From an optimization exercise on the open Yosys and OpenROAD flow, aimed at small area; shortcuts taken in it are not production practice. The RTL was checked by simulation tests, not by an equivalence proof against the original design.

File: run.sh
#!/bin/bash
# synth_recipe.tcl (not shown) runs the flow's synth.tcl, then flattens the netlist and writes it again
# the make line also repeats each setting of config.mk as NAME=value (left out here)
make -C /OpenROAD-flow-scripts/flow DESIGN_CONFIG=/design/flow/config.mk WORK_HOME=/design/flow/orfs CLKGATE_MAP_FILE= SYNTH_SCRIPT=/design/flow/synth_recipe.tcl finish
File: design.v
`timescale 1ns / 1ps
module PC(
    input clk,                  
    input rst,                  
    input load,                 
    input [15:0] data,          
    output reg [15:0] count     
);
    always @(posedge clk or posedge rst) begin
        if (rst) begin
            count <= 16'b0;     
        end else if (load) begin
            count <= data;      
        end else begin
            count <= count + 1;  
        end
    end
endmodule
module ControlUnit (
    input [3:0] opcode,       
    output reg mem_read,      
    output reg mem_write,     
    output reg reg_write,     
    output reg [3:0] alu_op,  
    output reg pc_write,      
    output reg branch_eq,     
    output reg branch_ne,     
    output reg imm_load       
);
    always @(*) begin
        mem_read = 0;
        mem_write = 0;
        reg_write = 0;
        alu_op = 4'b0000;
        pc_write = 0;
        branch_eq = 0;
        branch_ne = 0;
        imm_load = 0;
        case (opcode)
            4'b0000: begin  
                alu_op = 4'b0000;  
                reg_write = 1;
            end
            4'b0001: begin  
                alu_op = 4'b0001;  
                reg_write = 1;
            end
            4'b0010: begin  
                alu_op = 4'b0010;  
                reg_write = 1;
            end
            4'b0011: begin  
                alu_op = 4'b0011;  
                reg_write = 1;
            end
            4'b0100: begin  
                alu_op = 4'b0100;  
                reg_write = 1;
            end
            4'b0101: begin  
                alu_op = 4'b0101;  
                reg_write = 1;
            end
            4'b0110: begin  
                alu_op = 4'b0110;  
                reg_write = 1;
            end
            4'b0111: begin  
                alu_op = 4'b0111;  
                reg_write = 1;
            end
            4'b1000: begin  
                alu_op = 4'b1000;  
                mem_read = 1;
                reg_write = 1;
            end
            4'b1001: begin  
                alu_op = 4'b1001;  
                mem_write = 1;
            end
            4'b1010: begin  
                alu_op = 4'b1010;  
                reg_write = 1;
            end
            4'b1011: begin  
                imm_load = 1;
                reg_write = 1;
            end
            4'b1100: begin  
                alu_op = 4'b1100;  
                pc_write = 1;
            end
            4'b1101: begin  
                alu_op = 4'b1101;  
                branch_eq = 1;
            end
            4'b1110: begin  
                alu_op = 4'b1110;  
                branch_ne = 1;
            end
            4'b1111: begin  
            end
            default: begin
                alu_op = 4'b0000;
            end
        endcase
        if (mem_write) begin
            pc_write = 0;  
        end
        if (mem_read) begin
            pc_write = 0;  
        end
    end
endmodule
`timescale 1ns / 1ps
module RegisterFile(
    input clk,                      
    input rst,                      
    input [3:0] read_addr1,         
    input [3:0] read_addr2,         
    input [3:0] write_addr,         
    input [15:0] write_data,        
    input write_enable,             
    output reg [15:0] read_data1,   
    output reg [15:0] read_data2    
);
    reg [15:0] registers [0:15];
    always @(*) begin
        read_data1 = registers[read_addr1];
        read_data2 = registers[read_addr2];
    end
    always @(posedge clk or posedge rst) begin
        if (rst) begin
         integer i;
            for (i = 0; i < 16; i = i + 1) begin
                registers[i] <= 16'b0;
            end
        end else if (write_enable) begin
            registers[write_addr] <= write_data;
        end
    end
endmodule
`timescale 1ns / 1ps
module alu(
    input clk,                
    input rst,                
    input load,               
    input en,                 
    input wr_en,              
    input [3:0] OPsel,        
    input [15:0] A,           
    input [15:0] B,           
    output reg [15:0] result,  
    output reg Z,             
    output reg N,             
    output reg C,             
    output reg V,             
    output [15:0] pc_out,     
    output [15:0] mem_data,   
    output        mem_en,      
    output        mem_wr_en,   
    output [15:0] mem_addr,    
    output [15:0] mem_wr_data, 
    input  [15:0] mem_rd_data  
);
    reg pc_load;  
    PC pc_inst(
        .clk(clk),
        .rst(rst),
        .load(pc_load),
        .data(B),        
        .count(pc_out)   
    );
    reg [15:0] wr_data;  
    assign mem_en      = en;
    assign mem_wr_en   = wr_en;
    assign mem_addr    = B;        
    assign mem_wr_data = wr_data;
    assign mem_data    = mem_rd_data;  
    always @(*) begin
        result = 16'b0;
        wr_data = A;
        pc_load = 0;
        Z = 0;
        N = 0;
        C = 0;
        V = 0;
        case (OPsel)
            4'b0000: begin  
                {C, result} = A + B;                 
                V = (~A[15] & ~B[15] & result[15]) | (A[15] & B[15] & ~result[15]);  
            end
            4'b0001: begin  
                {C, result} = A - B;                 
                V = (A[15] & ~B[15] & ~result[15]) | (~A[15] & B[15] & result[15]);  
            end
            4'b0010: result = A * B;                 
            4'b0011: result = (B != 0) ? A / B : 16'b0;  
            4'b0100: result = A & B;                 
            4'b0101: result = A | B;                 
            4'b0110: result = A ^ B;                 
            4'b0111: result = ~A;                    
            4'b1000: result = mem_data;              
            4'b1001: wr_data = A;                    
            4'b1100: begin                           
                pc_load = 1;                         
            end
            4'b1101: begin                           
                if (!Z)
                    pc_load = 1;                     
            end
            4'b1110: begin                           
                if (Z)
                    pc_load = 1;                     
            end
            4'b1111: ;                               
            default: result = 16'b0;                 
        endcase
        Z = (result == 16'b0) ? 1'b1 : 1'b0;   
        N = result[15];                        
    end
endmodule
`timescale 1ns / 1ps
module Datapath(
    input clk,
    input rst,
    input [15:0] gpio_in,
    output [15:0] gpio_out,
    output [15:0] imem_addr,
    input  [15:0] imem_rdata,
    output        dmem_en,
    output        dmem_we,
    output [15:0] dmem_addr,
    output [15:0] dmem_wdata,
    input  [15:0] dmem_rdata
);
    wire [15:0] instruction;
    wire [3:0] opcode;
    wire [3:0] rs1, rs2, rd;
    wire [15:0] imm;
    wire [15:0] A, B;
    wire [15:0] alu_result;
    wire [15:0] mem_data;
    wire [15:0] pc_out;
    wire mem_read, mem_write, reg_write, pc_write, branch_eq, branch_ne, imm_load;
    wire [3:0] alu_op;
    PC pc_inst (
        .clk(clk),
        .rst(rst),
        .load(pc_write),
        .data(alu_result),    
        .count(pc_out)
    );
    assign imem_addr = pc_out;
    assign instruction = imem_rdata;
    assign opcode = instruction[15:12];
    assign rs1 = instruction[11:8];
    assign rs2 = instruction[7:4];
    assign rd = instruction[3:0];
    assign imm = instruction[7:0];  
    ControlUnit cu (
        .opcode(opcode),
        .mem_read(mem_read),
        .mem_write(mem_write),
        .reg_write(reg_write),
        .alu_op(alu_op),
        .pc_write(pc_write),
        .branch_eq(branch_eq),
        .branch_ne(branch_ne),
        .imm_load(imm_load)
    );
    RegisterFile rf (
        .clk(clk),
        .rst(rst),
        .read_addr1(rs1),
        .read_addr2(rs2),
        .write_addr(rd),
        .write_data(alu_result),    
        .write_enable(reg_write),
        .read_data1(A),
        .read_data2(B)
    );
    alu alu_inst (
        .clk(clk),
        .rst(rst),
        .load(pc_write),
        .en(mem_read | mem_write),
        .wr_en(mem_write),
        .OPsel(alu_op),
        .A(A),
        .B(B),
        .result(alu_result),
        .Z(),
        .N(),
        .C(),
        .V(),
        .pc_out(),      
        .mem_data(mem_data),
        .mem_en(dmem_en),
        .mem_wr_en(dmem_we),
        .mem_addr(dmem_addr),
        .mem_wr_data(dmem_wdata),
        .mem_rd_data(dmem_rdata)
    );
    assign gpio_out = A;   
endmodule
File: config.mk
export PLATFORM = sky130hd
export DESIGN_NAME = Datapath
export DESIGN_NICKNAME = Datapath
export VERILOG_FILES = /design/flow/design.v
export SDC_FILE = /design/flow/constraint.sdc
export NUM_CORES = 4
export LEC_CHECK = 0
export CAP_MARGIN = 20
export CORE_MARGIN = 2
export CORE_UTILIZATION = 40
export SLEW_MARGIN = 20
File: constraint.sdc
create_clock -name core_clock -period 45.0 [get_ports {clk}]
set_input_delay 9.0000 -clock core_clock [delete_from_list [all_inputs] [get_ports {clk}]]
set_output_delay 9.0000 -clock core_clock [all_outputs]
set_load 0.01 [all_outputs]
==> results.txt <==
- Worst-Margin Slew: 1160 ps
- Worst Hold Class: flop to flop
- MaxCap Viol Count: 0
- R2R Path Start: rf.registers[13][5]
- Final period util: 94.7%
- Layout cells sized above 1: 10.8%
- Row Count: 97
- Synth top area share: 24.1%
- Leading register cell type out of synthesis: dfrtp_1
- Num CTS Buffers: 28
- Die height: 270 um
- Vias: 27600
- Iter 0 DRT Violations: 3092
- Setup crit end kind: flop
- Post-CTS Hold Fix Bufs: 0
- Number of fillers in the final layout: 6980
- Status: complete, no violations
- CP max stage delay: 560 ps
- Cell mode on critical path: o21a_1
- WP data arrival: 43050 ps
- Asr flop ratio synth: 100%
- IO Pins: 116
- Pin count of the biggest net entering global routing: 139
- First-pass GRT wire length: 169 mm
- Crit start category: primary input
- Max Fclk: 23.5 MHz
- Crit path max-delay cell type: a2111oi_1
- Initial Utilization: 40.4%
- Worst-Skew Late Latency: 590 ps
- Post-synth top area cell: dfrtp_1
- Seq. cell area: 0.00681 mm^2
- RePlAce Congestion: 0.968
- Clock Tree Buf Depth: 3
- WHS Endpoint: rf.registers[6][8]
- TritonCTS clock tree: built
- Reg2reg path depth: 143
- Width of the die: 270 um
- Critical path peak fanout: 60
- Synthesized Nets: 3816
- Post-synth cell types: 120
- Setup Skew: 31.6 ps
- DRC errors left: 0
- FF-to-FF setup slack: 11350 ps
- HPWL Detailed: 78.5 mm
- Multi-input gate area: 0.0197 mm^2
- Number of flops mapped to enable cells by yosys: 0
- Drt pass-1 iters: 6
- Vias in the first global route: 26200
- Worst-path clk slew: 70 ps
- Flops & latches, synth: 272
- CP Class: primary input to flop
- FF-to-FF End: rf.registers[7][0]
- All-layer global routing usage: 30.2%
- Post-Syn Area: 0.0283 mm^2
- Slew headroom: 22.3%
- WL/cell: 25.3 um
- Root buf cell: clkbuf_16
- Sum Neg Setup Slack: 0 ps
- Global Route met2 Usage: 45.9%
- Die area: 0.0729 mm^2
- Post-route minimum period: 42630 ps
- Drt total wl: 113 mm
- Initial antenna violation count: 3
- Worst Hold Launch: rf.registers[6][8]
- Core area: 0.0700 mm^2
- Most used routing layer: met2
- Sinks on the clock net: 272
- Area Overhead vs Synth: 11.5%
- GR Layer Usage met3: 5.53%
- Final hold vios: 0
- Warnings, synthesis: 5
- Sequential share of the synthesized area: 24.1%
- Met1 Resource Use GR: 42.4%
- Cells after synthesis: 3449
- Final setup viols: 0
- Syn avg cell area: 8.20 um^2
- Htree depth: 1
- PortBufs: 99
- Vias per inst: 6.20
- Synth top area cells: dfrtp_1 24%, ha_1 10%, fa_1 5.7%
- Critical path launch point: imem_rdata[7]
- Slew Viols, Final: 0
- Hold Crit Depth: 2
- CP required: 45430 ps
- Gr ovfl total: 0
- Antenna Violating Nets Remaining: 0
- Nets@finish: 3854
cell usage in the layout (no fill, tap or decap), types with 15 or more instances in the layout:
cell type,instances
nand2_1,399
o21ai_0,307
nor2_1,294
dfrtp_1,272
ha_1,236
a21oi_1,218
inv_1,197
buf_4,134
clkdlybuf4s50_1,91
fa_1,81
nor3_1,79
xnor2_1,75
nand3_1,66
mux2i_1,62
o21a_1,59
nand3b_1,52
mux2_2,51
nor2b_1,41
a22oi_1,40
a31oi_1,34
a21o_1,34
xor2_1,33
a221oi_1,31
clkbuf_16,29
nand2b_1,26
or3_1,25
o22ai_1,22
and3_1,22
a22o_1,20
or2_2,19
and2_1,18
nand4_1,16
a211oi_1,15
how the worst max path moves through the flow:
stage	slack, ps	cells past startpoint	end
6_report	2370	148	rf.registers[7][0]
5_1_grt	-120	152	rf.registers[11][0]
4_1_cts	1600	145	rf.registers[11][0]
3_5_place_dp	1210	145	rf.registers[11][0]
3_3_place_gp	1370	144	rf.registers[14][0]
2_1_floorplan	5120	156	rf.registers[11][0]
per-stage QoR:
step,setup WS (ps),util (%),area (um^2),hold WS (ps),instances
floorplan,5120,-,28300,458,3449
global placement,1370,43.4,30400,478,4391
detailed placement,1210,43.4,30400,486,4391
CTS,1600,44.8,31400,501,4443
global route,-120,45.0,31500,527,4449
finish,2370,45.1,31600,502,4453
final cells by class:
| cell class | count | area share [%] |
|---|---|---|
| diodes | 4 | 0.0317 |
| inverters | 215 | 2.60 |
| well taps | 940 | 3.73 |
| clock inverters | 16 | 0.702 |
| flip-flops and latches | 272 | 21.6 |
| repair buffers | 238 | 6.53 |
| clock buffers | 36 | 2.54 |
| multi-input cells | 2732 | 62.3 |
kinds of logic after synthesis:
group | share of synthesized area, %
buffers and inverters | 7.09
XOR/XNOR | 3.80
multiplexers | 5.47
AND/OR/NAND/NOR | 19.2
AO/OA/AOI/OAI | 24.2
flip-flops | 24.1
adder cells (fa/ha/maj) | 16.2
cells in the mapped netlist, drive strengths merged (40+ instances only):
library cell  number
nor2             296
xnor2             76
o21ai            323
a21oi            225
inv              210
buf              102
fa                81
o21a              59
a22oi             40
nand2            402
dfrtp            272
mux2i             62
nor3              85
nor2b             44
ha               236
mux2              54
clkbuf           128
nand3             69
nand3b            52
critical path: cells and delay by family:
family | cells | cell delay, ps
mux | 4 | 1160
simple gates | 30 | 6250
fa+ha+maj | 15 | 4740
buf+inv | 13 | 2980
compound gates | 86 | 18770
what timing repair did:
action,4_1_cts,5_1_grt
gates resized for setup,0,24
endpoints found under the setup margin,0,16
endpoints found under the hold margin,0,0
buffers inserted,0,5
per-layer routing:
layer	up-vias	share of wire, %
met2	1461	43
met4	2	4.3
li1	12500	-
met1	13400	43
met3	297	9.5
met5	-	0.0062
registers in the layout, summed over array words and instances (netlist names):
register and flops:
pc_inst.count 16, rf.registers 256

-- re-timing with driven ports --
Ports are ideal in the flow. The routed layout listed here was re-timed in OpenROAD. Step 1 assumes that a clkbuf_16 drives the clock port and a buf_2 every other input. Step 2, shift: input delay + t, output delay - t, t = (earliest + latest rising clock arrival at the registers) / 2. This alone moves slack from input paths to output paths. a / b / c = no drivers / after step 1 / after step 2; a / b = the first two.
shift t [ns]: 0.628
setup WS [ns]: 2.374 / 2.384 / 1.756
clock arrival spread, ns: 0.032 / 0.032
worst slew at a driven data input, ns: 0.07
After both steps setup and hold are still met in this run. The setup slack of this run moves by +0.010 ns with the drivers and by -0.618 ns with both steps.
